Source: an optimization exercise on an open RTL-to-GDS flow (aim: small area, a short achievable clock period and few clock cycles per item). Production flows keep margins and buffers that such runs may drop. At most, simulation tests tie the RTL to the original design; equivalence was not proved. No functional check of the RTL was part of runs 1 to 3.

`standard.sh`:
```
#!/bin/bash
# synth_recipe.tcl (not shown) runs the flow's synth.tcl, then flattens the netlist and writes it again
# the make line also repeats each setting of config.mk as NAME=value (left out here)
make -C /OpenROAD-flow-scripts/flow DESIGN_CONFIG=/design/flow/config.mk WORK_HOME=/design/flow/orfs CLKGATE_MAP_FILE= SYNTH_SCRIPT=/design/flow/synth_recipe.tcl "${@:-finish}"
```
`constraint.sdc`:
```
create_clock -name core_clock -period 5.0 [get_ports {clk}]
set_input_delay 1.0000 -clock core_clock [delete_from_list [all_inputs] [get_ports {clk}]]
set_output_delay 1.0000 -clock core_clock [all_outputs]
set_load 0.01 [all_outputs]
```
`design.v`:
```
`timescale 1ns/1ps
  module sbox(
    input [63:0] x0, x1, x2, x3, x4,
    output [63:0] sl0, sl1, sl2, sl3, sl4
    );
            assign sl0 = (x4 & x1) ^ x3 ^ (x2 & x1) ^ x2 ^ (x1 & x0) ^ x1 ^ x0;      
            assign sl1 = x4 ^ (x3 & x2) ^ (x3 & x1) ^ x3 ^ x2 ^ x1 ^ x0 ^ (x2 & x1);
            assign sl2 = (x4 & x3) ^ x4 ^ x2 ^ x1 ^ 64'hffffffffffffffff;               
            assign sl3 = (x4 & x0) ^ (x3 & x0) ^ x4 ^ x3 ^ x2 ^x1 ^ x0;                 
            assign sl4 = (x4 & x1) ^ x4 ^ x3 ^ (x1 & x0) ^ x1;                          
        endmodule
`timescale 1ns / 1ps
module linear_sub(
    input  [63:0] x0, x1, x2, x3, x4,
    input  [63:0] k3, k4,
    output [63:0] o0, o1, o2, o3, o4
    );
    function [63:0] ror(input [63:0] x, input integer n);
        ror = (x >> n) | (x << (64 - n));
    endfunction
    assign o0 = (x0 ^ ror(x0, 19)) ^ ror(x0, 28);
    assign o1 = (x1 ^ ror(x1, 61)) ^ ror(x1, 39);
    assign o2 = (x2 ^ ror(x2, 1))  ^ ror(x2, 6);
    assign o3 = (x3 ^ ror(x3, 10)) ^ (ror(x3, 17) ^ k3);
    assign o4 = (x4 ^ ror(x4, 7))  ^ (ror(x4, 41) ^ k4);
endmodule
`timescale 1ns / 1ps
module RND_Const(
    input  [63:0] x2_in,
    input  [3:0]  rnd,
    output [63:0] x2_out
);
    wire [3:0] hi = 4'd15 - rnd;
    assign x2_out = x2_in ^ {56'd0, hi, rnd};
endmodule
`timescale 1ns / 1ps
module Perm(
    input  [319:0] S,
    input  [3:0]   rnd,
    input  [63:0]  k3, k4,
    output [319:0] S_out
    );
    wire [63:0] x0, x1, x2, x3, x4;
    assign {x0, x1, x2, x3, x4} = S;
    wire [63:0] c2;
    RND_Const L1(.x2_in(x2), .rnd(rnd), .x2_out(c2));
    wire [63:0] b0, b1, b2, b3, b4;
    sbox L2(.x0(x0), .x1(x1), .x2(c2), .x3(x3), .x4(x4),
            .sl0(b0), .sl1(b1), .sl2(b2), .sl3(b3), .sl4(b4));
    linear_sub L3(.x0(b0), .x1(b1), .x2(b2), .x3(b3), .x4(b4), .k3(k3), .k4(k4),
            .o0(S_out[319:256]), .o1(S_out[255:192]), .o2(S_out[191:128]),
            .o3(S_out[127:64]), .o4(S_out[63:0]));
endmodule
`timescale 1ns / 1ps
module initialization(
    input [127:0] key,
    input [127:0] nonce,
    input clk,
    input rst,
    input start,
    output reg finish,
    output reg [319:0] state
 );
   localparam [63:0] IV = 64'h00001000808c0001;
   reg        busy;
   reg [3:0]  rnd;
   reg        last;    
   wire [127:0] kx = last ? key : 128'd0;
   wire [319:0] nxt;
   Perm P(.S(state), .rnd(rnd), .k3(kx[127:64]), .k4(kx[63:0]), .S_out(nxt));
   always @(posedge clk) begin
      if (rst) begin
         busy   <= 1'b0;
         finish <= 1'b0;
      end else if (start && !busy) begin
         busy   <= 1'b1;
         finish <= 1'b0;
      end else if (busy && last) begin
         busy   <= 1'b0;
         finish <= 1'b1;
      end
   end
   always @(posedge clk) begin
      if (busy) begin
         state <= nxt;
         rnd   <= rnd + 4'd1;
         last  <= (rnd == 4'd10);
      end else if (start) begin
         state <= {IV, key, nonce};
         rnd   <= 4'd0;
         last  <= 1'b0;
      end
   end
endmodule
```
`config.mk`:
```
export PLATFORM = sky130hd
export DESIGN_NAME = initialization
export DESIGN_NICKNAME = initialization
export VERILOG_FILES = /design/flow/design.v
export SDC_FILE = /design/flow/constraint.sdc
export NUM_CORES = 4
export LEC_CHECK = 0
export CAP_MARGIN = 20
export CORE_MARGIN = 2
export CORE_UTILIZATION = 35
export SETUP_SLACK_MARGIN = 2.5
export SLEW_MARGIN = 20
```
`flow/run.sh`:
```
#!/bin/bash
set -euo pipefail
export BUFFER_PORTS_ARGS="-buffer_cell sky130_fd_sc_hd__buf_2"
bash standard.sh > standard.log 2>&1
```
==> results.py, run 1 <==
metrics = {
    "worst_setup_path": {
        "crit_arrival_ps": 2900,
        "critical_path.startpoint": "last",
        "crit_path_end": "state[23]",
        "path_class": "register to register",
        "worstPathMaxFanout": 17,
        "cp-end-kind": "register",
        "cp.required_ps": 5350,
        "regToRegStartpoint": "last",
        "reg2reg_to": "state[23]",
        "r2r_slack_ps": 2450,
        "r2r_cells": 7,
        "start_kind": "register",
    },
    "detailed_routing": {
        "antenna_left": 0,
        "wl_per_cell_um": 36.4,
        "wirelength_um": 165000,
        "num_vias": 25400,
        "drtPass1Iterations": 5,
        "remaining_drc_errors": 0,
        "drt-initial-drc-count": 3485,
        "viasPerCell": 5.62,
    },
    "yosys": {
        "yosys-top-cells-area": "edfxtp_1 (30%), xnor3_1 (17%), xor3_1 (11%)",
        "synthesis.area_mm2": 0.0324,
        "synth-async-reset-ratio_pct": 0,
        "seq_area_frac_synth_pct": 30.3,
        "synth_area_leader_cell": "edfxtp_1",
        "synthCells": 2645,
        "syn_nets": 2906,
        "synth_top_area_share_pct": 30.1,
        "yosysWarnings": 2,
        "yosysUniqueCellTypes": 36,
        "ys_seq_elements": 327,
        "synth_edf_count": 325,
        "syn_area_per_cell_um2": 12.2,
        "synth_ff_type": "edfxtp_1",
    },
    "die": {
        "die_x_um": 308,
        "die_y_um": 308,
        "io_pins": 580,
        "start_util_pct": 35.3,
        "num_rows": 111,
        "core-area_mm2": 0.0917,
        "die-area_mm2": 0.0949,
    },
    "sta": {
        "fin_crit_ps": 2550,
        "setup_viol": 0,
        "drv_slew": 0,
        "setup_tns_ps": 0,
        "skew_ps": 32.9,
        "rsz0062_at_grt": "true",
        "fin_crit_sh_pct": 51.1,
        "fmax_ghz": 0.392,
        "hold_viol": 0,
        "holdWs_ps": 484,
        "maxSlewHeadroom_pct": 25.5,
        "worstMarginPinSlew_ps": 1110,
    },
    "clocking": {
        "cts_sinks": 327,
        "root_buffer": "clkbuf_16",
        "cts_tree": "done",
        "cts_buffers": 45,
        "clk_pin_slew_worst_paths_ps": 60,
        "clockBufferDepth": 3,
        "clock_latency_ps": 620,
        "htree_levels": 2,
    },
    "grt": {
        "grt_pass1_wl_um": 212000,
        "antenna_found_initial": 20,
        "grt_max_degree": 131,
        "grt_pass1_vias": 23300,
        "grt-ovfl-total": 0,
        "grt.total_usage_pct": 33.7,
    },
    "layout": {
        "final_util_pct": 44.1,
        "area_growth_pct": 24.8,
        "drive_gt1_share_pct": 34.8,
        "nets": 3569,
        "fin_cells": 4531,
    },
    "job": {
        "max-cap-violations": 0,
    },
    "placement": {
        "portBuffers": 579,
        "dpl.cell_count": 4361,
        "dp_hpwl_um": 136000,
        "gp_congestion": 1.05,
    },
    "status": {
        "outcome": "no timing/DRC/antenna violations",
    },
    "min_path": {
        "min_path_type": "register to register",
    },
}
## metal layers
| layer | wire length [um] | vias to the layer above | track usage (%) |
|---|---|---|---|
| met3 | 20800 | 383 | 11.0 |
| met4 | 11800 | 22 | 20.3 |
| li1 | - | 10500 | - |
| met2 | 72500 | 1771 | 51.2 |
| met1 | 59400 | 12800 | 41.7 |
| met5 | 238 | - | 0 |
## sequential cells by signal, summed over array words and instances, names as in the netlist
| signal | cells |
|---|---|
| state | 320 |
| rnd | 4 |
| busy | 1 |
| finish | 1 |
| last | 1 |
## repair_timing
item,CTS,global route
hold buffers,0,0
setup endpoints to repair,218,74
pin swaps,11,8
setup buffers,58,28
gates resized for setup,122,44
## worst min path at each step
stage / from / to / slack (ps) / depth (start not counted)
3_3_place_gp: finish / finish / 460 / 2
6_report: finish / finish / 480 / 2
5_1_grt: finish / finish / 540 / 2
2_1_floorplan: finish / finish / 500 / 2
4_1_cts: finish / finish / 480 / 2
3_5_place_dp: finish / finish / 470 / 2
## synth_stat cells (15+ instances only)
cell	number
mux2i_1	46
nor3_1	84
edfxtp_1	325
a21oi_1	94
clkbuf_1	46
and3_1	56
xnor3_1	239
inv_1	39
buf_2	27
xnor2_2	15
xnor2_1	323
xor3_1	156
and2_1	25
nand2_1	238
o21ai_1	27
xor2_2	30
nor2b_1	172
mux2_2	149
o21ai_0	75
nor3_2	36
nor2_1	158
xor2_1	247
## area by class of cell
cell class              instances  area [um^2]
clock buffers                  51         1190
fillers                      8709        51200
repair buffers                708         4130
well taps                    1186         1480
diodes                          4         10.0
multi-input cells            2187        23400
clock inverters                29          273
inverters                      39          146
flip-flops and latches        327         9800
## placed cells by master, fill, tap and decap left out, types with 94 or more instances in the layout
cell | synthesis | layout
nand2_1 | 238 | 238
a21oi_1 | 94 | 94
xnor3_1 | 239 | 238
xor3_1 | 156 | 154
buf_4 | 4 | 108
mux2_2 | 149 | 149
xor2_1 | 247 | 223
xnor2_1 | 323 | 225
edfxtp_1 | 325 | 325
nor2b_1 | 172 | 171
nor2_1 | 158 | 158
buf_2 | 27 | 579
## per-stage QoR
| step | setup slack [ps] | instance area, um^2 |
|---|---|---|
| 3_3_place_gp | 1800 | 36800 |
| 3_5_place_dp | 1860 | 36800 |
| 4_1_cts | 2440 | 39900 |
| 6_report | 2450 | 40400 |
| 2_1_floorplan | 1210 | 32400 |
| 5_1_grt | 2460 | 40400 |
## worst max-delay path, stage by stage (launching register included)
cell      delay (ps)
edfxtp_1         390
buf_12           180
buf_4            180
buf_4            270
nand2_1          130
xor3_1           440
xnor3_1          380
mux2_2           300
## logic make-up after synthesis
logic type	synth area share [%]
AO/OA/AOI/OAI	3.14
XOR/XNOR	46.1
adder cells (fa/ha/maj)	0.0773
buffers and inverters	1.74
flip-flops	30.3
multiplexers	6.61
AND/OR/NAND/NOR	12.0
==> run 2, diff against run 1 <==
--- a/config.mk
+++ b/config.mk
@@ -10,2 +10,5 @@
 export CORE_UTILIZATION = 35
+export CTS_CLUSTER_DIAMETER = 80
+export CTS_CLUSTER_SIZE = 40
+export GPL_ROUTABILITY_DRIVEN = 0
 export SETUP_SLACK_MARGIN = 2.5
==> run 2 against run 1 <==
Still clean. First-iteration DRC count is 2.2% higher. Routed wire length decreased by 0.99%. Utilization decreased by 0.60 points. Critical path depth fell by 3. Hold slack got worse by 1.4 ps. Design area is 1.4% lower.
==> results.py, run 2 <==
metrics = {
    "worst_setup_path": {
        "critPathSlowestCell": "xnor2_1",
        "reg2reg_to": "state[269]",
        "cp.required_ps": 5430,
        "start_kind": "register",
        "worstPathMaxFanout": 8,
        "path_class": "register to register",
        "cp-end-kind": "register",
        "crit_arrival_ps": 3040,
        "r2r_cells": 4,
        "critPathMaxStageDelay_ps": 760,
        "path_buf_inv": 0,
        "r2r_slack_ps": 2390,
        "regToRegStartpoint": "state[205]",
        "crit_family": "XOR/XNOR gates",
        "cp_cell_sequence": "o21ai_0, xnor2_1, xnor3_1, nor2b_1",
    },
    "yosys": {
        "yosys-top-cells-area": "edfxtp_1 (30%), xnor3_1 (17%), xor3_1 (11%)",
        "yosys-top-cells-count": "edfxtp_1 (325), xnor2_1 (323), xor2_1 (247)",
        "syn_nets": 2906,
        "synth.most_common_cell": "edfxtp_1",
        "synth_edf_count": 325,
        "synth_ff_type": "edfxtp_1",
        "synthesis.area_mm2": 0.0324,
        "synthCells": 2645,
        "ys_seq_elements": 327,
        "synth-async-reset-ratio_pct": 0,
        "synth_area_leader_cell": "edfxtp_1",
        "syn_area_per_cell_um2": 12.2,
        "yosysUniqueCellTypes": 36,
        "yosysWarnings": 2,
        "seq_area_frac_synth_pct": 30.3,
        "synth_top_area_share_pct": 30.1,
    },
    "layout": {
        "nets": 3552,
        "final_util_pct": 43.5,
        "top_regs": "state (320), rnd (4)",
        "largest_reg_flops": 320,
        "drive_gt1_share_pct": 34.5,
        "layout_commonest_cell": "buf_2",
        "top_register": "state",
        "final_cell_mix": "buf_2 (579), edfxtp_1 (325), nand2_1 (238)",
        "fin_cells": 4511,
        "fin_area_mm2": 0.0399,
        "fill_cells": 8721,
        "area_growth_pct": 23.1,
    },
    "sta": {
        "fin_crit_ps": 2610,
        "hold_viol": 0,
        "rsz0062_at_grt": "true",
        "worstMarginPinSlew_ps": 1130,
        "maxSlewHeadroom_pct": 24.4,
        "fmax_ghz": 0.383,
        "setup_viol": 0,
        "setup_ws_ps": 2390,
        "setup_tns_ps": 0,
        "skew_ps": 35.2,
        "fin_crit_sh_pct": 52.2,
        "holdWs_ps": 483,
        "drv_slew": 0,
    },
    "detailed_routing": {
        "wl_per_cell_um": 36.2,
        "num_vias": 25500,
        "drtPass1Iterations": 6,
        "remaining_drc_errors": 0,
        "drt-initial-drc-count": 3562,
        "viasPerCell": 5.66,
        "wirelength_um": 163000,
        "antenna_left": 0,
    },
    "die": {
        "start_util_pct": 35.3,
        "io_pins": 580,
        "die_x_um": 308,
        "die_y_um": 308,
        "die-area_mm2": 0.0949,
        "core-area_mm2": 0.0917,
        "num_rows": 111,
    },
    "clocking": {
        "htree_levels": 1,
        "clock_latency_ps": 650,
        "root_buffer": "clkbuf_16",
        "clk_pin_slew_worst_paths_ps": 100,
        "cts_tree": "done",
        "clockBufferDepth": 3,
        "cts_buffers": 29,
        "cts_sinks": 327,
        "ctsHoldBuffers": 0,
    },
    "job": {
        "max-cap-violations": 0,
    },
    "placement": {
        "portBuffers": 579,
        "dpl_cell_area_mm2": 0.0368,
        "dp_hpwl_um": 134000,
        "dpl.cell_count": 4352,
        "pre_cts_slack_ps": 2090,
    },
    "min_path": {
        "holdPathEnd": "finish",
        "hp-start": "finish",
        "hold_depth": 2,
        "min_path_type": "register to register",
    },
    "grt": {
        "grt.total_usage_pct": 33.3,
        "grt_pass1_wl_um": 210000,
        "grt_max_degree": 155,
        "grt-ovfl-total": 0,
        "antenna_found_initial": 33,
        "grt_pass1_vias": 23300,
    },
    "status": {
        "outcome": "no timing/DRC/antenna violations",
    },
}
[run 2: worst max-delay path by stage]
stage	to	slack (ps)	cells past startpoint	from
floorplan	last	1210	1	start
global route	state[302]	2460	6	rnd[1]
global placement	state[245]	1800	5	state[117]
detailed placement	state[117]	2090	5	state[70]
CTS	state[259]	2380	5	rnd[3]
finish	state[269]	2390	4	state[205]
[run 2: cells by family (layout without fill, tap and decap cells)]
family,Yosys count,after routing,share of synthesized area (%)
xor+xnor,1015,1015,46.1
simple gates,775,777,12.0
flops,327,327,30.3
compound gates,200,200,3.14
mux,195,195,6.61
buf+inv,131,797,1.74
fa+ha+maj,2,2,0.0773
other cells,0,12,0
[run 2: timing repair]
action                     4_1_cts  5_1_grt
pin swaps                        4       12
resized for setup              102       67
buffers inserted                51       41
setup endpoints to repair      310       96
hold endpoints to repair         0        0
gates cloned                     2        0
[run 2: layer usage]
layer	vias up	GRT usage [%]	routed length, um	part of all wire (%)
li1	10500	-	-	-
met3	458	12.9	22700	14
met2	1902	49.5	69400	43
met1	12700	39.6	56800	35
met5	-	0	139	0.085
met4	22	23.1	14100	8.6
[run 2: final cells by class]
class                   count  area [um^2]  area share, %
multi-input cells        2189        23300           58.6
flip-flops and latches    327         9800           24.6
repair buffers            705         4050           10.2
well taps                1186         1480           3.72
clock buffers              29          726           1.82
clock inverters            24          282          0.706
inverters                  39          146          0.367
diodes                     12         30.0         0.0753
[run 2: worst min-delay path, cell delays in order, from the launching register on]
cell and delay (ps):
dfxtp_1 320, nand2b_1 70, a21oi_1 60
==> run 3, diff against run 2 <==
--- a/design.v
+++ b/design.v
@@ -1,12 +1,12 @@
 `timescale 1ns/1ps
-  module sbox(
-    input [63:0] x0, x1, x2, x3, x4,
+module sbox(
+    input  [63:0] x0, x1, x2, x3, x4,
     output [63:0] sl0, sl1, sl2, sl3, sl4
     );
-            assign sl0 = (x4 & x1) ^ x3 ^ (x2 & x1) ^ x2 ^ (x1 & x0) ^ x1 ^ x0;      
-            assign sl1 = x4 ^ (x3 & x2) ^ (x3 & x1) ^ x3 ^ x2 ^ x1 ^ x0 ^ (x2 & x1);
-            assign sl2 = (x4 & x3) ^ x4 ^ x2 ^ x1 ^ 64'hffffffffffffffff;               
-            assign sl3 = (x4 & x0) ^ (x3 & x0) ^ x4 ^ x3 ^ x2 ^x1 ^ x0;                 
-            assign sl4 = (x4 & x1) ^ x4 ^ x3 ^ (x1 & x0) ^ x1;                          
-        endmodule
+    assign sl0 = (x1 & ~(x4 ^ x2 ^ x0)) ^ x3 ^ x2 ^ x0;
+    assign sl1 = ((x1 | x2 | x3) & ~(x1 & x2 & x3)) ^ x4 ^ x0;
+    assign sl2 = ~((x4 & ~x3) ^ x2 ^ x1);
+    assign sl3 = ((x4 ^ x3) & ~x0) ^ x2 ^ x1 ^ x0;
+    assign sl4 = (x1 & ~(x4 ^ x0)) ^ x4 ^ x3;
+endmodule
 `timescale 1ns / 1ps
--- a/config.mk
+++ b/config.mk
@@ -13,3 +13,3 @@
 export GPL_ROUTABILITY_DRIVEN = 0
-export SETUP_SLACK_MARGIN = 2.5
+export SETUP_SLACK_MARGIN = 2.6
 export SLEW_MARGIN = 20
==> run 3 against run 2 <==
Still clean. First-iteration DRC count down 1.4%. Utilization up 3.0 points. Register-to-register slack about the same. Count of clock-buffer cells in the layout rose by 3. Via count up 1.6%. Clock skew fell by 9.5 ps. Routed wire length down 1.4%.
==> results.py, run 3 <==
metrics = {
    "status": {
        "outcome": "no timing/DRC/antenna violations",
    },
    "sta": {
        "skew_ps": 25.7,
        "worstMarginPinSlew_ps": 1020,
        "setup_viol": 0,
        "fmax_ghz": 0.385,
        "rsz0062_at_grt": "true",
        "hold_viol": 0,
        "maxSlewHeadroom_pct": 32.1,
        "fin_crit_sh_pct": 51.9,
        "fin_crit_ps": 2600,
        "setup_tns_ps": 0,
        "drv_slew": 0,
    },
    "die": {
        "die_y_um": 303,
        "die-area_mm2": 0.0916,
        "io_pins": 580,
        "start_util_pct": 35.3,
        "num_rows": 109,
        "core-area_mm2": 0.0884,
        "die_x_um": 303,
    },
    "yosys": {
        "yosys-top-cells-area": "edfxtp_1 (31%), xnor3_1 (19%), xnor2_1 (14%)",
        "synth.most_common_cell": "xnor2_1",
        "seq_area_frac_synth_pct": 31.4,
        "synthCells": 2683,
        "syn_area_per_cell_um2": 11.6,
        "yosysWarnings": 2,
        "yosys-top-cells-count": "xnor2_1 (508), edfxtp_1 (325), xnor3_1 (268)",
        "synth_edf_count": 325,
        "syn_nets": 3008,
        "synth_top_area_share_pct": 31.3,
        "yosysUniqueCellTypes": 32,
        "synthesis.area_mm2": 0.0312,
        "ys_seq_elements": 327,
        "synth-async-reset-ratio_pct": 0,
        "synth_area_leader_cell": "edfxtp_1",
        "synth_ff_type": "edfxtp_1",
    },
    "clocking": {
        "clockBufferDepth": 3,
        "clock_latency_ps": 650,
        "root_buffer": "clkbuf_16",
        "cts_sinks": 327,
        "clk_pin_slew_worst_paths_ps": 90,
        "cts_buffers": 30,
        "htree_levels": 1,
        "cts_tree": "done",
    },
    "detailed_routing": {
        "top_layer_used": "met5",
        "num_vias": 25900,
        "viasPerCell": 5.50,
        "wirelength_um": 161000,
        "drt-initial-drc-count": 3512,
        "dr_wl_met2_um": 70300,
        "m1WireLength_um": 54500,
        "drtPass1Iterations": 6,
        "remaining_drc_errors": 0,
        "wl_per_cell_um": 34.1,
        "wl_met3_um": 23300,
        "antenna_left": 0,
    },
    "layout": {
        "largest_reg_flops": 320,
        "final_cell_mix": "buf_2 (570), xnor2_1 (334), edfxtp_1 (325)",
        "drive_gt1_share_pct": 37.8,
        "nets": 3848,
        "top_regs": "state (320), rnd (4)",
        "final_util_pct": 46.5,
        "layout_commonest_cell": "buf_2",
        "top_register": "state",
        "area_growth_pct": 31.7,
    },
    "min_path": {
        "holdPathEnd": "finish",
        "hold_depth": 2,
        "hp-start": "finish",
        "min_path_type": "register to register",
    },
    "worst_setup_path": {
        "reg2reg_to": "state[262]",
        "path_class": "register to register",
        "r2r_slack_ps": 2400,
        "start_kind": "register",
        "worstPathMaxFanout": 5,
        "r2r_cells": 6,
        "cp-end-kind": "register",
        "regToRegStartpoint": "rnd[2]",
        "cp.required_ps": 5410,
        "crit_arrival_ps": 3010,
    },
    "grt": {
        "grt-ovfl-total": 0,
        "grt_max_degree": 153,
        "grt_pass1_wl_um": 207000,
        "grt_pass1_vias": 23700,
        "antenna_found_initial": 33,
        "grt.total_usage_pct": 33.7,
    },
    "job": {
        "max-cap-violations": 0,
    },
    "placement": {
        "dp_hpwl_um": 128000,
        "portBuffers": 579,
    },
}
## run 3: changes by cell type in the layout (fill, tap and decap cells not counted), sizes merged, moves of 31 or more
cell   delta
xnor3    +31
xor3    -136
nand2    -34
o21ai    -34
xnor2   +187
ha       +64
buf     +166
mux2i    +35
nor3     -64
inv      +96
nor2b    -89
## run 3: what timing repair did
| item | in CTS | in global routing |
|---|---|---|
| resized for setup | 198 | 124 |
| setup buffers | 87 | 165 |
| pin swaps | 13 | 66 |
| setup endpoints to repair | 252 | 182 |
| cloned | 2 | 1 |
| hold buffers | 0 | 0 |
## run 3: area by class of cell
cell class / count / area [um^2]
fillers: 8322 / 47300
multi-input cells: 2151 / 22800
flip-flops and latches: 327 / 9800
repair buffers: 875 / 5510
well taps: 1165 / 1460
clock buffers: 32 / 779
inverters: 138 / 518
clock inverters: 22 / 244
diodes: 9 / 22.5
## run 3: per-layer routing
layer / track usage (%) / vias to the layer above
met5: 0 / -
met4: 19.2 / 44
met3: 13.5 / 480
met2: 52.1 / 1873
met1: 39.8 / 12700
li1: - / 10800
## run 3: worst max-delay path by stage
stage | to | start | cells after the start
floorplan | last | start | 1
global placement | state[230] | state[102] | 5
detailed placement | state[230] | state[163] | 5
CTS | state[230] | state[294] | 4
global route | state[230] | state[230] | 5
finish | state[262] | rnd[2] | 6
## run 3: metrics by stage
step / std cells / hold slack, ps / area [um^2] / worst slack [ps]
3_3_place_gp: 4400 / 482 / 35700 / 1940
4_1_cts: 4544 / 496 / 39000 / 2340
2_1_floorplan: 2683 / 496 / 31200 / 1200
6_report: 4719 / 497 / 41100 / 2400
3_5_place_dp: 4401 / 480 / 35700 / 2040
5_1_grt: 4713 / 542 / 41100 / 2450
## run 3: cell families (layout without fill, tap and decap cells)
group                    Yosys count  in the layout  share of synthesized area [%]
AND/OR/NAND/NOR                  623            623                           9.29
multiplexers                     219            219                           7.58
flip-flops                       327            327                           31.4
XOR/XNOR                        1067           1067                           43.7
other                              0              9                              0
AO/OA/AOI/OAI                    176            176                           2.82
buffers and inverters            205           1067                           2.59
adder cells (fa/ha/maj)           66             66                           2.65
## run 3: worst max-delay path, cell delays in order, from the launching register on
cell and delay (ps):
edfxtp_1 490, buf_4 190, xnor3_1 260, o21ai_1 110
xnor2_2 530, xnor3_1 440, nor2b_1 350
==> run 4, diff against run 3 <==
--- a/design.v
+++ b/design.v
@@ -3,9 +3,15 @@
     input  [63:0] x0, x1, x2, x3, x4,
-    output [63:0] sl0, sl1, sl2, sl3, sl4
+    output [63:0] n0, n1, n2, n3, n4,
+    output [63:0] l0, l1, l2, l3, l4
     );
-    assign sl0 = (x1 & ~(x4 ^ x2 ^ x0)) ^ x3 ^ x2 ^ x0;
-    assign sl1 = ((x1 | x2 | x3) & ~(x1 & x2 & x3)) ^ x4 ^ x0;
-    assign sl2 = ~((x4 & ~x3) ^ x2 ^ x1);
-    assign sl3 = ((x4 ^ x3) & ~x0) ^ x2 ^ x1 ^ x0;
-    assign sl4 = (x1 & ~(x4 ^ x0)) ^ x4 ^ x3;
+    assign n0 = x1 & ~(x4 ^ x2 ^ x0);
+    assign l0 = x3 ^ x2 ^ x0;
+    assign n1 = (x1 | x2 | x3) & ~(x1 & x2 & x3);
+    assign l1 = x4 ^ x0;
+    assign n2 = x4 & ~x3;
+    assign l2 = ~(x2 ^ x1);
+    assign n3 = (x4 ^ x3) & ~x0;
+    assign l3 = x2 ^ x1 ^ x0;
+    assign n4 = x1 & ~(x4 ^ x0);
+    assign l4 = x4 ^ x3;
 endmodule
@@ -13,3 +19,4 @@
 module linear_sub(
-    input  [63:0] x0, x1, x2, x3, x4,
+    input  [63:0] n0, n1, n2, n3, n4,
+    input  [63:0] l0, l1, l2, l3, l4,
     input  [63:0] k3, k4,
@@ -20,7 +27,10 @@
     endfunction
-    assign o0 = (x0 ^ ror(x0, 19)) ^ ror(x0, 28);
-    assign o1 = (x1 ^ ror(x1, 61)) ^ ror(x1, 39);
-    assign o2 = (x2 ^ ror(x2, 1))  ^ ror(x2, 6);
-    assign o3 = (x3 ^ ror(x3, 10)) ^ (ror(x3, 17) ^ k3);
-    assign o4 = (x4 ^ ror(x4, 7))  ^ (ror(x4, 41) ^ k4);
+    function [63:0] sig(input [63:0] x, input integer a, input integer b);
+        sig = x ^ ror(x, a) ^ ror(x, b);
+    endfunction
+    assign o0 = sig(n0, 19, 28) ^ sig(l0, 19, 28);
+    assign o1 = sig(n1, 61, 39) ^ sig(l1, 61, 39);
+    assign o2 = sig(n2, 1, 6)   ^ sig(l2, 1, 6);
+    assign o3 = sig(n3, 10, 17) ^ (sig(l3, 10, 17) ^ k3);
+    assign o4 = sig(n4, 7, 41)  ^ (sig(l4, 7, 41) ^ k4);
 endmodule
@@ -46,6 +56,8 @@
     RND_Const L1(.x2_in(x2), .rnd(rnd), .x2_out(c2));
-    wire [63:0] b0, b1, b2, b3, b4;
+    wire [63:0] n0, n1, n2, n3, n4, l0, l1, l2, l3, l4;
     sbox L2(.x0(x0), .x1(x1), .x2(c2), .x3(x3), .x4(x4),
-            .sl0(b0), .sl1(b1), .sl2(b2), .sl3(b3), .sl4(b4));
-    linear_sub L3(.x0(b0), .x1(b1), .x2(b2), .x3(b3), .x4(b4), .k3(k3), .k4(k4),
+            .n0(n0), .n1(n1), .n2(n2), .n3(n3), .n4(n4),
+            .l0(l0), .l1(l1), .l2(l2), .l3(l3), .l4(l4));
+    linear_sub L3(.n0(n0), .n1(n1), .n2(n2), .n3(n3), .n4(n4),
+            .l0(l0), .l1(l1), .l2(l2), .l3(l3), .l4(l4), .k3(k3), .k4(k4),
             .o0(S_out[319:256]), .o1(S_out[255:192]), .o2(S_out[191:128]),
--- a/config.mk
+++ b/config.mk
@@ -10,6 +10,3 @@
 export CORE_UTILIZATION = 35
-export CTS_CLUSTER_DIAMETER = 80
-export CTS_CLUSTER_SIZE = 40
-export GPL_ROUTABILITY_DRIVEN = 0
-export SETUP_SLACK_MARGIN = 2.6
+export SETUP_SLACK_MARGIN = 2.5
 export SLEW_MARGIN = 20
==> run 4 against run 3 <==
First-iteration DRC count shrank 20%. Via count shrank 5.0%. Fmax down 2.4%. Register-to-register slack lost 60 ps. Critical path type unchanged. Largest cell class unchanged. Highest routed layer unchanged.
==> results.py, run 4 <==
metrics = {
    "layout": {
        "nets": 3890,
        "area_growth_pct": 25.9,
        "final_cell_mix": "buf_2 (579), xnor2_1 (536), edfxtp_1 (325)",
        "top_regs": "state (320), rnd (4)",
        "layout_commonest_cell": "buf_2",
        "largest_reg_flops": 320,
        "drive_gt1_share_pct": 31.8,
        "top_register": "state",
    },
    "sta": {
        "fin_crit_ps": 2660,
        "drv_slew": 0,
        "maxSlewHeadroom_pct": 16.8,
        "setup_viol": 0,
        "skew_ps": 27.5,
        "setup_ws_ps": 2340,
        "setup_tns_ps": 0,
        "fin_crit_sh_pct": 53.2,
        "fmax_ghz": 0.376,
        "hold_viol": 0,
        "worstMarginPinSlew_ps": 1250,
        "rsz0062_at_grt": "true",
    },
    "job": {
        "max-cap-violations": 0,
    },
    "yosys": {
        "yosysWarnings": 2,
        "yosysUniqueCellTypes": 34,
        "syn_nets": 3250,
        "synth-async-reset-ratio_pct": 0,
        "synth_edf_count": 325,
        "synth_ff_type": "edfxtp_1",
        "synth.most_common_cell": "xnor2_1",
        "seq_area_frac_synth_pct": 31.6,
        "syn_area_per_cell_um2": 11.1,
        "synth_area_leader_cell": "edfxtp_1",
        "synthesis.area_mm2": 0.0310,
        "synth_top_area_share_pct": 31.5,
        "yosys-top-cells-count": "xnor2_1 (675), edfxtp_1 (325), nand2_1 (234)",
        "synthCells": 2800,
        "ys_seq_elements": 327,
        "yosys-top-cells-area": "edfxtp_1 (32%), xnor2_1 (19%), ha_1 (7.7%)",
    },
    "min_path": {
        "hp-start": "finish",
        "min_path_type": "register to register",
    },
    "placement": {
        "pre_cts_slack_ps": 1890,
        "portBuffers": 579,
        "dp_hpwl_um": 128000,
        "gp_congestion": 1.07,
    },
    "worst_setup_path": {
        "critPathSlowestCell": "xor2_2",
        "crit_arrival_ps": 3000,
        "cp.required_ps": 5340,
        "crit_family": "XOR/XNOR gates",
        "regToRegStartpoint": "state[240]",
        "path_buf_inv": 1,
        "cp_cell_sequence": "inv_1, ha_1, mux2i_1, xor2_2, xnor2_1, xnor2_1, mux2_2",
        "cp-end-kind": "register",
        "path_class": "register to register",
        "start_kind": "register",
        "cpMostUsedCell": "xnor2_1",
        "worstPathMaxFanout": 6,
        "critPathMaxStageDelay_ps": 590,
        "critical_path.startpoint": "state[240]",
    },
    "die": {
        "die_x_um": 301,
        "num_rows": 109,
        "die_y_um": 301,
        "io_pins": 580,
        "start_util_pct": 35.2,
        "die-area_mm2": 0.0909,
        "core-area_mm2": 0.0881,
    },
    "detailed_routing": {
        "num_vias": 24600,
        "wirelength_um": 154000,
        "drt-initial-drc-count": 2802,
        "antenna_left": 0,
        "drtPass1Iterations": 5,
        "remaining_drc_errors": 0,
        "wl_per_cell_um": 33.1,
        "viasPerCell": 5.31,
    },
    "clocking": {
        "root_buffer": "clkbuf_16",
        "htree_levels": 2,
        "clockBufferDepth": 3,
        "cts_buffers": 45,
        "cts_tree": "done",
        "clk_pin_slew_worst_paths_ps": 60,
        "cts_sinks": 327,
        "clock_latency_ps": 600,
    },
    "grt": {
        "grt_max_degree": 189,
        "antenna_found_initial": 18,
        "grt_pass1_vias": 23200,
        "grt_pass1_wl_um": 201000,
        "grt-ovfl-total": 0,
        "grt.total_usage_pct": 32.8,
    },
    "status": {
        "outcome": "no timing/DRC/antenna violations",
    },
}
## run 4: final cells by class
class,count,area (um^2)
well taps,1165,1460
inverters,193,724
multi-input cells,2204,21900
clock buffers,53,1160
clock inverters,27,235
diodes,7,17.5
repair buffers,669,3700
fillers,8614,49100
flip-flops and latches,327,9800
## run 4: what timing repair did
action                     in CTS  in global routing
pin swaps                       3                  9
setup endpoints to repair     182                 89
hold buffers                    0                  0
cloned                          0                  0
resized for setup             139                 79
buffers inserted               21                 27
## run 4: cell families after synthesis
| kind of cell | count (synthesis) | share of synthesized area, % |
|---|---|---|
| xor+xnor | 1087 | 38.7 |
| mux | 256 | 8.84 |
| fa+ha+maj | 191 | 7.71 |
| compound gates | 175 | 2.85 |
| buf+inv | 269 | 3.36 |
| simple gates | 495 | 6.88 |
| flops | 327 | 31.6 |
## run 4: worst paths after layout
path / to / depth (start not counted) / slack, ps
max: state[201] / 7 / 2340
min: finish / 2 / 500
max reg2reg: state[201] / 7 / 2340
min reg2reg: finish / 2 / 500
## run 4: per-stage QoR
stage                     hold WS, ps  util [%]  instance area [um^2]  cells
after CTS                         489      43.2                 38100   4611
after floorplan                   496         -                 31000   2800
after global routing              511      44.2                 39000   4641
after global placement            474      40.2                 35400   4508
after detailed placement          480      40.3                 35500   4510
final                             499      44.3                 39000   4645
## run 4: metal layers
metal | vias to the layer above | track usage, % | share of wire, %
li1 | 10500 | - | -
met1 | 12300 | 41.4 | 38
met2 | 1465 | 52.0 | 45
met3 | 316 | 7.71 | 10
met4 | 14 | 17.8 | 6.6
met5 | - | 0 | 0.055
## run 4: tightest hold or removal path, cell delays in order (launching register included)
cell and delay [ps]:
dfxtp_1 320, nand2b_1 70, a21oi_1 60
Testbench counts of run 4, summed over its fixed seeds: cycles 5,000, items 384.
==> run 5, diff against run 4 <==
--- a/config.mk
+++ b/config.mk
@@ -12 +12,2 @@
 export SLEW_MARGIN = 20
+export TNS_END_PERCENT = 5
==> run 5 against run 4 <==
Count of clock-buffer cells in the layout unchanged. Via count down 0.62%. Global-route usage decreased by 0.19 points. Hold slack lost 0.66 ps. First-iteration DRC count is 3.2% lower. Area after synthesis did not move. Critical path depth is 2 lower. Sequential share of layout area increased by 0.98 points. Die area stayed put. Highest routed layer unchanged.
==> results.py, run 5 <==
metrics = {
    "status": {
        "outcome": "no timing/DRC/antenna violations",
    },
    "yosys": {
        "synth.most_common_cell": "xnor2_1",
        "synth_compound_area_share_pct": 2.85,
        "synth_mux_area_share_pct": 8.84,
        "synth-xor-area-share_pct": 38.7,
        "ys_seq_elements": 327,
        "seq_area_frac_synth_pct": 31.6,
        "yosys.area_share.simple_pct": 6.88,
        "synth_area_leader_cell": "edfxtp_1",
        "yosysUniqueCellTypes": 34,
        "synthAdderAreaFrac_pct": 7.71,
        "synthCells": 2800,
        "yosys-top-cells-area": "edfxtp_1 (32%), xnor2_1 (19%), ha_1 (7.7%)",
        "synthesis.area_mm2": 0.0310,
        "yosysWarnings": 2,
        "synth_ff_type": "edfxtp_1",
        "syn_nets": 3250,
        "yosys-top-cells-count": "xnor2_1 (675), edfxtp_1 (325), nand2_1 (234)",
        "synth_top_area_share_pct": 31.5,
        "syn_area_per_cell_um2": 11.1,
        "synth-async-reset-ratio_pct": 0,
        "synth_top_family_by_area": "XOR/XNOR gates",
        "synth_edf_count": 325,
    },
    "detailed_routing": {
        "wirelength_um": 153000,
        "drt-initial-drc-count": 2712,
        "viasPerCell": 5.30,
        "drtPass1Iterations": 5,
        "antenna_left": 0,
        "wl_per_cell_um": 33.0,
        "remaining_drc_errors": 0,
        "num_vias": 24500,
    },
    "worst_setup_path": {
        "cpMostUsedCell": "xor2_1",
        "cp-end-kind": "register",
        "path_class": "register to register",
        "path_buf_inv": 0,
        "crit_arrival_ps": 3310,
        "critPathMaxStageDelay_ps": 710,
        "cp_cell_sequence": "xor2_1, or2_1, xor2_1, xnor3_1, a21oi_1",
        "critPathSlowestCell": "xor2_1",
        "crit_family": "XOR/XNOR gates",
        "worstPathMaxFanout": 4,
        "start_kind": "register",
        "cp.required_ps": 5430,
    },
    "die": {
        "core-area_mm2": 0.0881,
        "die_y_um": 301,
        "die-area_mm2": 0.0909,
        "io_pins": 580,
        "die_x_um": 301,
        "start_util_pct": 35.2,
        "num_rows": 109,
    },
    "layout": {
        "fin_cells": 4621,
        "final_cell_mix": "xnor2_1 (637), buf_2 (579), edfxtp_1 (325)",
        "drive_gt1_share_pct": 27.4,
        "top_regs": "state (320), rnd (4)",
        "top_register": "state",
        "layout_commonest_cell": "xnor2_1",
        "largest_reg_flops": 320,
        "area_growth_pct": 21.1,
        "nets": 3865,
    },
    "clocking": {
        "cts_sinks": 327,
        "cts_tree": "done",
        "cts_buffers": 45,
        "root_buffer": "clkbuf_16",
        "clockBufferDepth": 3,
        "ctsHoldBuffers": 0,
        "clock_latency_ps": 600,
        "htree_levels": 2,
        "clk_pin_slew_worst_paths_ps": 60,
    },
    "grt": {
        "grt_max_degree": 189,
        "antenna_found_initial": 15,
        "grt_pass1_vias": 23100,
        "grt.total_usage_pct": 32.6,
        "grt_pass1_wl_um": 200000,
        "grt-ovfl-total": 0,
    },
    "sta": {
        "rsz0062_at_grt": "true",
        "hold_viol": 0,
        "worstMarginPinSlew_ps": 1240,
        "maxSlewHeadroom_pct": 16.8,
        "setup_viol": 0,
        "setup_tns_ps": 0,
        "skew_ps": 22.6,
        "drv_slew": 0,
        "fmax_ghz": 0.348,
        "fin_crit_ps": 2880,
        "fin_crit_sh_pct": 57.5,
    },
    "placement": {
        "dpl.cell_count": 4510,
        "gp_congestion": 1.07,
        "portBuffers": 579,
        "dp_hpwl_um": 128000,
    },
    "job": {
        "max-cap-violations": 0,
    },
    "min_path": {
        "min_path_type": "register to register",
    },
}
==> run 5: cell counts after synthesis <==
No cell type changed its count.
==> run 5: path summary, 6_finish.rpt <==
path	startpoint	endpoint	slack, ps	cells after the start
setup / recovery	state[259]	state[26]	2120	5
hold / removal	finish	finish	500	2
setup reg to reg	state[259]	state[26]	2120	5
hold reg to reg	finish	finish	500	2
==> run 5: worst register-to-register path: cells and delay by family, from the launching register on <==
family,cells,cell delay (ps)
flops,1,550
xor+xnor,3,1760
simple gates,1,260
compound gates,1,160
==> run 5: what timing repair did <==
action                                  CTS  global route
pin swaps                                 2             5
buffers inserted                         14             9
endpoints found under the setup margin  182           205
resized for setup                        18            38
==> run 5: area by class of cell <==
cell class	instances	area [um^2]
fillers	8778	50600
repair buffers	644	3490
inverters	193	724
clock inverters	27	235
well taps	1165	1460
multi-input cells	2204	20600
clock buffers	53	1160
diodes	8	20.0
flip-flops and latches	327	9800
==> run 5: routing by layer <==
layer	global-route usage, %	wire length [um]	part of all wire (%)
met1	40.6	57900	38
met2	52.0	69100	45
met3	8.61	15700	10
met4	17.0	9840	6.4
met5	0	87	0.057
==> run 5: kinds of logic (layout without fill, tap and decap cells) <==
kind of cell	count (synthesis)	in the layout
AOI/OAI and AO/OA	175	175
xor gates and xnor gates	1087	1087
adders and majority gates	191	191
buffers and inverters	269	917
DFF	327	327
muxes	256	256
other	0	8
and+or+nand+nor	495	495
==> run 5: stage by stage <==
stage	util (%)	area (um^2)	hold WS (ps)	setup WS, ps
floorplan	-	31000	496	1200
global placement	40.2	35400	474	1720
detailed placement	40.3	35500	480	1890
CTS	42.1	37100	489	2180
global route	42.6	37500	510	2180
finish	42.6	37500	499	2120
==> run 6, diff against run 5 <==
--- a/config.mk
+++ b/config.mk
@@ -10,3 +10,3 @@
 export CORE_UTILIZATION = 35
-export SETUP_SLACK_MARGIN = 2.5
+export SETUP_SLACK_MARGIN = 2.7
 export SLEW_MARGIN = 20
==> run 6 against run 5 <==
Highest routed layer unchanged. Critical path type unchanged. Synthesized cell count stayed put. Design area is 6.3% higher. Still clean. Largest cell class unchanged. Critical path depth stayed put. Global-route usage is 0.24 points higher. Non-clock buffer count is 71 higher.
==> results.py, run 6 <==
metrics = {
    "detailed_routing": {
        "drt-initial-drc-count": 2881,
        "viasPerCell": 5.32,
        "num_vias": 24900,
        "remaining_drc_errors": 0,
        "antenna_left": 0,
        "drtPass1Iterations": 7,
        "wirelength_um": 154000,
        "wl_per_cell_um": 32.9,
    },
    "yosys": {
        "synth_ff_type": "edfxtp_1",
        "synth_area_leader_cell": "edfxtp_1",
        "synthesis.area_mm2": 0.0310,
        "synthCells": 2800,
        "yosys-top-cells-count": "xnor2_1 (675), edfxtp_1 (325), nand2_1 (234)",
        "synth_top_area_share_pct": 31.5,
        "synth.most_common_cell": "xnor2_1",
        "seq_area_frac_synth_pct": 31.6,
        "synth_edf_count": 325,
        "syn_area_per_cell_um2": 11.1,
        "synth-async-reset-ratio_pct": 0,
        "ys_seq_elements": 327,
        "yosysUniqueCellTypes": 34,
        "yosys-top-cells-area": "edfxtp_1 (32%), xnor2_1 (19%), ha_1 (7.7%)",
        "yosysWarnings": 2,
        "syn_nets": 3250,
    },
    "clocking": {
        "htree_levels": 2,
        "cts_sinks": 327,
        "cts_buffers": 45,
        "ctsHoldBuffers": 0,
        "clock_latency_ps": 600,
        "root_buffer": "clkbuf_16",
        "clk_pin_slew_worst_paths_ps": 60,
        "cts_tree": "done",
        "clockBufferDepth": 3,
    },
    "sta": {
        "fin_crit_ps": 2580,
        "worstMarginPinSlew_ps": 1130,
        "fin_crit_sh_pct": 51.6,
        "setup_viol": 0,
        "fmax_ghz": 0.387,
        "hold_viol": 0,
        "rsz0062_at_grt": "true",
        "setup_tns_ps": 0,
        "skew_ps": 30.3,
        "maxSlewHeadroom_pct": 24.4,
        "drv_slew": 0,
    },
    "grt": {
        "gr-max-usage-layer": "met2",
        "grt_pass1_vias": 23300,
        "grt_pass1_wl_um": 201000,
        "grt_util_met1_pct": 41.6,
        "use_met3_pct": 7.38,
        "antenna_found_initial": 11,
        "grt_max_degree": 189,
        "grt.total_usage_pct": 32.9,
        "use_met2_pct": 51.8,
        "grt-ovfl-total": 0,
    },
    "worst_setup_path": {
        "cp_cell_sequence": "xnor2_1, mux2i_1, xnor2_1, xor2_1, mux2i_1",
        "cp-end-kind": "register",
        "start_kind": "register",
        "worstPathMaxFanout": 4,
        "crit_arrival_ps": 2890,
        "critPathMaxStageDelay_ps": 540,
        "path_class": "register to register",
        "cp.required_ps": 5310,
        "critPathSlowestCell": "xnor2_1",
    },
    "placement": {
        "dpl_cell_area_mm2": 0.0355,
        "portBuffers": 579,
        "dp_hpwl_um": 128000,
        "gp_congestion": 1.07,
    },
    "layout": {
        "nets": 3936,
        "area_growth_pct": 28.8,
        "largest_reg_flops": 320,
        "drive_gt1_share_pct": 33.7,
        "fin_area_mm2": 0.0399,
        "final_util_pct": 45.3,
        "top_register": "state",
        "final_cell_mix": "buf_2 (579), xnor2_1 (533), edfxtp_1 (325)",
        "top_regs": "state (320), rnd (4)",
        "layout_commonest_cell": "buf_2",
    },
    "status": {
        "outcome": "no timing/DRC/antenna violations",
    },
    "die": {
        "die_y_um": 301,
        "num_rows": 109,
        "die_x_um": 301,
        "die-area_mm2": 0.0909,
        "io_pins": 580,
        "start_util_pct": 35.2,
        "core-area_mm2": 0.0881,
    },
    "job": {
        "max-cap-violations": 0,
    },
    "min_path": {
        "min_path_type": "register to register",
    },
}
==> run 6: logic make-up (layout without fill, tap and decap cells) <==
logic type                 count (synthesis)  in the layout  synth area share (%)
buffers and inverters                    269            988                  3.36
and+or+nand+nor                          495            495                  6.88
xor gates and xnor gates                1087           1087                  38.7
DFF                                      327            327                  31.6
muxes                                    256            256                  8.84
adders and majority gates                191            191                  7.71
AOI/OAI and AO/OA                        175            175                  2.85
other                                      0              3                     0
==> run 6: worst paths after layout <==
check	start	endpoint	slack, ps	depth (start not counted)
max	state[279]	state[260]	2420	5
min	finish	finish	490	2
max reg2reg	state[279]	state[260]	2420	5
min reg2reg	finish	finish	490	2
==> run 6: final cells by class <==
type / count / area [um^2]
clock buffer: 53 / 1160
antenna: 3 / 7.51
tap: 1165 / 1460
inverter: 193 / 724
fill: 8520 / 48200
timing repair buffer: 715 / 4190
sequential: 327 / 9800
multi-input combinational: 2204 / 22300
clock inverter: 27 / 235
==> run 6: per-stage QoR <==
stage | std cells | setup WS, ps | hold slack (ps)
floorplan | 2800 | 1200 | 496
global route | 4685 | 2470 | 511
CTS | 4632 | 2400 | 489
detailed placement | 4510 | 1890 | 480
global placement | 4508 | 1720 | 474
finish | 4687 | 2420 | 489
==> run 6: per-layer routing <==
| metal | part of all wire [%] | wire (um) |
|---|---|---|
| met5 | 0.030 | 47 |
| met4 | 7.4 | 11300 |
| met3 | 10 | 15900 |
| met2 | 45 | 69000 |
| met1 | 38 | 57900 |
==> run 6: repair_timing <==
action	4_1_cts	5_1_grt
resized for setup	156	128
setup endpoints to repair	353	386
setup buffers	42	52
pin swaps	19	30
==> run 6: critical path: cells and delay by family (launching register included) <==
kind	cells	cell delay, ps
xor gates and xnor gates	3	1160
DFF	1	510
muxes	2	620
==> run 7, diff against run 6 <==
--- a/config.mk
+++ b/config.mk
@@ -10,4 +10,4 @@
 export CORE_UTILIZATION = 35
-export SETUP_SLACK_MARGIN = 2.7
+export PLACE_DENSITY = 0.8
+export SETUP_SLACK_MARGIN = 2.5
 export SLEW_MARGIN = 20
-export TNS_END_PERCENT = 5
==> run 7 against run 6 <==
Largest cell class unchanged. Count of clock-buffer cells in the layout shrank 1. Sequential share of layout area grew 0.84 points. First-iteration DRC count grew 23%. Critical path depth is the same. Register-to-register slack lost 120 ps. Clock skew shrank 8.0 ps. Worst setup slack lost 120 ps.
==> results.py, run 7 <==
metrics = {
    "yosys": {
        "syn_nets": 3250,
        "synth_top_area_share_pct": 31.5,
        "syn_area_per_cell_um2": 11.1,
        "yosys-top-cells-count": "xnor2_1 (675), edfxtp_1 (325), nand2_1 (234)",
        "synth-async-reset-ratio_pct": 0,
        "synthesis.area_mm2": 0.0310,
        "synth_ff_type": "edfxtp_1",
        "synth_edf_count": 325,
        "synthCells": 2800,
        "seq_area_frac_synth_pct": 31.6,
        "yosysWarnings": 2,
        "synth.most_common_cell": "xnor2_1",
        "ys_seq_elements": 327,
        "yosys-top-cells-area": "edfxtp_1 (32%), xnor2_1 (19%), ha_1 (7.7%)",
        "yosysUniqueCellTypes": 34,
        "synth_area_leader_cell": "edfxtp_1",
    },
    "sta": {
        "setup_ws_ps": 2300,
        "worstMarginPinSlew_ps": 1130,
        "fmax_ghz": 0.370,
        "setup_viol": 0,
        "drv_slew": 0,
        "fin_crit_ps": 2700,
        "holdWs_ps": 485,
        "fin_crit_sh_pct": 54.0,
        "maxSlewHeadroom_pct": 23.8,
        "skew_ps": 22.3,
        "rsz0062_at_grt": "true",
        "hold_viol": 0,
        "setup_tns_ps": 0,
    },
    "detailed_routing": {
        "drt-initial-drc-count": 3545,
        "num_vias": 25400,
        "antenna_left": 0,
        "wl_per_cell_um": 33.4,
        "drtPass1Iterations": 6,
        "viasPerCell": 5.48,
        "remaining_drc_errors": 0,
        "wirelength_um": 155000,
    },
    "die": {
        "die-area_mm2": 0.0909,
        "num_rows": 109,
        "io_pins": 580,
        "start_util_pct": 35.2,
        "die_x_um": 301,
        "core-area_mm2": 0.0881,
        "die_y_um": 301,
    },
    "grt": {
        "grt_util_met1_pct": 38.2,
        "grt_pass1_vias": 24000,
        "grt_max_degree": 168,
        "grt-ovfl-total": 0,
        "use_met2_pct": 50.3,
        "grt.total_usage_pct": 32.7,
        "gr-max-usage-layer": "met2",
        "use_met3_pct": 11.1,
        "grt_pass1_wl_um": 201000,
        "antenna_found_initial": 36,
    },
    "worst_setup_path": {
        "critPathMaxStageDelay_ps": 670,
        "r2r_slack_ps": 2300,
        "start_kind": "register",
        "r2r_cells": 5,
        "crit_cells": 5,
        "cp_cell_sequence": "xnor2_1, nand2_1, xnor2_1, xnor3_1, a21oi_1",
        "regToRegStartpoint": "state[310]",
        "cp-end-kind": "register",
        "worstPathMaxFanout": 4,
        "path_class": "register to register",
        "cp.required_ps": 5310,
        "path_buf_inv": 0,
        "critical_path.startpoint": "state[310]",
        "cpMostUsedCell": "xnor2_1",
        "reg2reg_to": "state[54]",
        "crit_arrival_ps": 3010,
        "crit_family": "XOR/XNOR gates",
        "crit_path_end": "state[54]",
        "critPathSlowestCell": "xnor2_1",
    },
    "layout": {
        "drive_gt1_share_pct": 30.4,
        "nets": 3862,
        "top_regs": "state (320), rnd (4)",
        "layout_commonest_cell": "buf_2",
        "top_register": "state",
        "multiInputGateArea_mm2": 0.0216,
        "largest_reg_flops": 320,
        "final_cell_mix": "buf_2 (579), xnor2_1 (562), edfxtp_1 (325)",
        "fill_cells": 8435,
        "area_growth_pct": 24.5,
        "regArea_mm2": 0.00980,
    },
    "clocking": {
        "clock_latency_ps": 590,
        "cts_sinks": 327,
        "clk_pin_slew_worst_paths_ps": 60,
        "cts_buffers": 42,
        "clockBufferDepth": 3,
        "cts_tree": "done",
        "ctsHoldBuffers": 0,
        "htree_levels": 2,
        "root_buffer": "clkbuf_16",
    },
    "placement": {
        "pre_cts_slack_ps": 2040,
        "portBuffers": 579,
        "gp_congestion": 1.10,
        "dp_hpwl_um": 128000,
    },
    "job": {
        "max-cap-violations": 0,
    },
    "min_path": {
        "min_path_type": "register to register",
    },
    "status": {
        "outcome": "no timing/DRC/antenna violations",
    },
}
[run 7: cell count changes in the layout (fill, tap and decap cells not counted), moves of 8 or more]
cell	delta
xnor2_4	-24
xnor2_1	+29
ha_1	+13
ha_2	-8
nor2b_1	+10
diode_2	+15
nor2b_2	-9
buf_4	-58
buf_12	-13
[run 7: stage by stage]
| step | util, % | instances | cell area [um^2] |
|---|---|---|---|
| 6_report | 43.8 | 4628 | 38600 |
| 5_1_grt | 43.8 | 4618 | 38600 |
| 4_1_cts | 42.9 | 4587 | 37800 |
| 3_5_place_dp | 40.2 | 4501 | 35400 |
| 3_3_place_gp | 40.1 | 4501 | 35400 |
| 2_1_floorplan | - | 2800 | 31000 |
[run 7: tightest hold or removal path: stages, from the launching register on]
cell      delay [ps]
dfxtp_1          320
nand2b_1          70
a21oi_1           50
[run 7: timing repair]
item,4_1_cts,5_1_grt
pin swaps,1,5
endpoints found under the setup margin,168,228
setup buffers,8,21
gates cloned,1,2
gates resized for setup,118,62
[run 7: how the worst min path moves through the flow]
stage | start | to | slack [ps] | depth (start not counted)
final | finish | finish | 490 | 2
after global routing | finish | finish | 550 | 2
after CTS | finish | finish | 480 | 2
after detailed placement | finish | finish | 470 | 2
after global placement | finish | finish | 460 | 2
after floorplan | finish | finish | 500 | 2
[run 7: routing by layer]
metal | wire (um) | vias up
li1 | - | 10500
met1 | 52900 | 12500
met2 | 67800 | 1820
met3 | 20200 | 489
met4 | 13500 | 34
met5 | 207 | -
[run 7: logic make-up (layout without fill, tap and decap cells)]
family | count (synthesis) | in the layout | synth area share, %
AND/OR/NAND/NOR | 495 | 496 | 6.88
buffers and inverters | 269 | 913 | 3.36
flip-flops | 327 | 327 | 31.6
AO/OA/AOI/OAI | 175 | 175 | 2.85
other | 0 | 18 | 0
XOR/XNOR | 1087 | 1087 | 38.7
adder cells (fa/ha/maj) | 191 | 191 | 7.71
multiplexers | 256 | 256 | 8.84
[run 7: area by class of cell]
class / count / share of cell area [%]
Multi-Input combinational cell: 2205 / 55.9
Sequential cell: 327 / 25.4
Timing Repair Buffer: 643 / 9.20
Tap cell: 1165 / 3.78
Clock buffer: 52 / 2.99
Inverter: 193 / 1.88
Clock inverter: 25 / 0.717
Antenna cell: 18 / 0.117
==> run 8, diff against run 7 <==
--- a/config.mk
+++ b/config.mk
@@ -10,3 +10,5 @@
 export CORE_UTILIZATION = 35
-export PLACE_DENSITY = 0.8
+export CTS_CLUSTER_DIAMETER = 80
+export CTS_CLUSTER_SIZE = 40
+export GPL_ROUTABILITY_DRIVEN = 0
 export SETUP_SLACK_MARGIN = 2.5
==> run 8 against run 7 <==
Hold slack better by 64 ps. Utilization down 0.11 points. Register-to-register slack better by 90 ps.
==> results.py, run 8 <==
metrics = {
    "status": {
        "outcome": "no timing/DRC/antenna violations",
    },
    "sta": {
        "maxSlewHeadroom_pct": 34.6,
        "rsz0062_at_grt": "true",
        "fin_crit_sh_pct": 52.1,
        "skew_ps": 24.5,
        "drv_slew": 0,
        "fmax_ghz": 0.384,
        "worstMarginPinSlew_ps": 973,
        "hold_viol": 0,
        "setup_viol": 0,
        "fin_crit_ps": 2610,
        "setup_tns_ps": 0,
    },
    "clocking": {
        "clockBufferDepth": 3,
        "cts_tree": "done",
        "root_buffer": "clkbuf_16",
        "cts_sinks": 327,
        "clk_pin_slew_worst_paths_ps": 90,
        "htree_levels": 1,
        "clock_latency_ps": 630,
        "cts_buffers": 29,
    },
    "yosys": {
        "synth_area_leader_cell": "edfxtp_1",
        "synthesis.area_mm2": 0.0310,
        "synth_edf_count": 325,
        "ys_seq_elements": 327,
        "yosysWarnings": 2,
        "syn_nets": 3250,
        "synth_ff_type": "edfxtp_1",
        "yosys-top-cells-count": "xnor2_1 (675), edfxtp_1 (325), nand2_1 (234)",
        "synth.most_common_cell": "xnor2_1",
        "yosysUniqueCellTypes": 34,
        "synthCells": 2800,
        "synth_top_area_share_pct": 31.5,
        "syn_area_per_cell_um2": 11.1,
        "synth-async-reset-ratio_pct": 0,
        "yosys-top-cells-area": "edfxtp_1 (32%), xnor2_1 (19%), ha_1 (7.7%)",
        "seq_area_frac_synth_pct": 31.6,
    },
    "worst_setup_path": {
        "worstPathMaxFanout": 6,
        "reg2reg_to": "state[253]",
        "regToRegStartpoint": "state[253]",
        "crit_path_end": "state[253]",
        "critical_path.startpoint": "state[253]",
        "r2r_cells": 7,
        "path_class": "register to register",
        "start_kind": "register",
        "crit_arrival_ps": 3110,
        "r2r_slack_ps": 2390,
        "cp-end-kind": "register",
        "cp.required_ps": 5510,
    },
    "layout": {
        "nets": 3855,
        "layout_commonest_cell": "buf_2",
        "fill_cells": 8545,
        "top_regs": "state (320), rnd (4)",
        "drive_gt1_share_pct": 31.2,
        "final_cell_mix": "buf_2 (579), xnor2_1 (545), edfxtp_1 (325)",
        "area_growth_pct": 24.2,
        "top_register": "state",
        "largest_reg_flops": 320,
    },
    "die": {
        "io_pins": 580,
        "die_y_um": 301,
        "core-area_mm2": 0.0881,
        "num_rows": 109,
        "die_x_um": 301,
        "die-area_mm2": 0.0909,
        "start_util_pct": 35.2,
    },
    "grt": {
        "grt_pass1_vias": 23600,
        "grt.total_usage_pct": 32.6,
        "grt_max_degree": 93,
        "grt_pass1_wl_um": 201000,
        "grt-ovfl-total": 0,
        "antenna_found_initial": 29,
    },
    "min_path": {
        "hold_depth": 2,
        "min_path_type": "register to register",
    },
    "detailed_routing": {
        "drtPass1Iterations": 6,
        "wirelength_um": 153000,
        "remaining_drc_errors": 0,
        "wl_per_cell_um": 33.2,
        "num_vias": 24800,
        "drt-initial-drc-count": 3073,
        "viasPerCell": 5.39,
        "antenna_left": 0,
    },
    "placement": {
        "dp_hpwl_um": 127000,
        "portBuffers": 579,
    },
    "job": {
        "max-cap-violations": 0,
    },
}
[run 8: cell counts after synthesis]
No cell type changed its count.
[run 8: timing repair]
action,CTS,global route
resized for setup,146,84
setup endpoints to repair,232,187
buffers inserted,16,21
hold buffers,0,0
pin swaps,2,13
hold endpoints to repair,0,0
[run 8: kinds of logic after synthesis]
| family | count (synthesis) | synth area share [%] |
|---|---|---|
| compound gates | 175 | 2.85 |
| xor+xnor | 1087 | 38.7 |
| fa+ha+maj | 191 | 7.71 |
| buf+inv | 269 | 3.36 |
| flops | 327 | 31.6 |
| mux | 256 | 8.84 |
| simple gates | 495 | 6.88 |
[run 8: final cells by class]
cell class                      instances  area, um^2  area share (%)
Antenna cell                           10        25.0          0.0650
Clock buffer                           31         733            1.91
Clock inverter                         22         218           0.566
Inverter                              193         728            1.89
Multi-Input combinational cell       2204       21900            57.0
Sequential cell                       327        9800            25.5
Tap cell                             1165        1460            3.79
Timing Repair Buffer                  650        3590            9.32
[run 8: worst min-delay path by stage]
| stage | slack, ps | endpoint | startpoint |
|---|---|---|---|
| floorplan | 500 | finish | finish |
| global placement | 520 | finish | finish |
| detailed placement | 510 | finish | finish |
| CTS | 520 | finish | finish |
| global route | 560 | finish | finish |
| finish | 550 | finish | finish |
[run 8: layer usage]
| layer | GRT usage, % | routed length (um) | up-vias |
|---|---|---|---|
| met1 | 39.1 | 54000 | 12300 |
| met2 | 49.6 | 66900 | 1615 |
| met4 | 22.0 | 12700 | 28 |
| met3 | 10.7 | 18900 | 407 |
| li1 | - | - | 10500 |
| met5 | 0 | 157 | - |
[run 8: per-stage QoR]
stage               instances  worst slack [ps]  utilization (%)  instance area (um^2)  hold slack [ps]
finish                   4602              2390             43.7                 38500              549
global route             4595              2390             43.7                 38500              560
CTS                      4571              2350             42.6                 37600              524
detailed placement       4502              1700             40.1                 35400              511
global placement         4501              1680             40.1                 35300              520
floorplan                2800              1200                -                 31000              496
[run 8: critical path: stages (launching register included)]
cell and delay, ps:
edfxtp_1 470, inv_1 90, ha_1 140, mux2i_1 100, xnor2_2 580, xnor2_1 200, xnor2_1 590, mux2_2 290

re-timing with driven ports:
In the flow no input, the clock included, has a driving cell. The finished layouts below were timed again as built, in two steps.
Step 1 (the two cells are an assumption about what drives the block):
set clk [get_ports {clk}]
set_driving_cell -lib_cell sky130_fd_sc_hd__clkbuf_16 $clk
set_driving_cell -lib_cell sky130_fd_sc_hd__buf_2 [delete_from_list [all_inputs] $clk]
Step 2 moves the port delays by t, midway between the first and last clock arrival at a register: inputs arrive t later, outputs are due t later. That takes back most of the time a late clock gives input paths.
Three values: ideal ports, drivers, drivers and shift; two values: the first two.
run	shift t [ns]	slack for setup (ns)	worst data-port slew with drivers (ns)
run 1	0.675	2.446 / 2.441 / 2.106	0.13
run 2	0.703	2.388 / 2.378 / 2.240	0.18
run 3	0.712	2.403 / 2.403 / 2.114	0.14
run 4	0.657	2.339 / 2.339 / 2.180	0.12
run 5	0.657	2.124 / 2.124 / 2.124	0.12
run 6	0.657	2.418 / 2.418 / 2.192	0.12
run 7	0.652	2.299 / 2.299 / 2.282	0.13
run 8	0.691	2.394 / 2.394 / 2.265	0.13
After both steps every run listed still meets setup and hold. For run 1, which loses most, drivers alone change the setup slack by -0.005 ns; drivers and shift together by -0.340 ns.
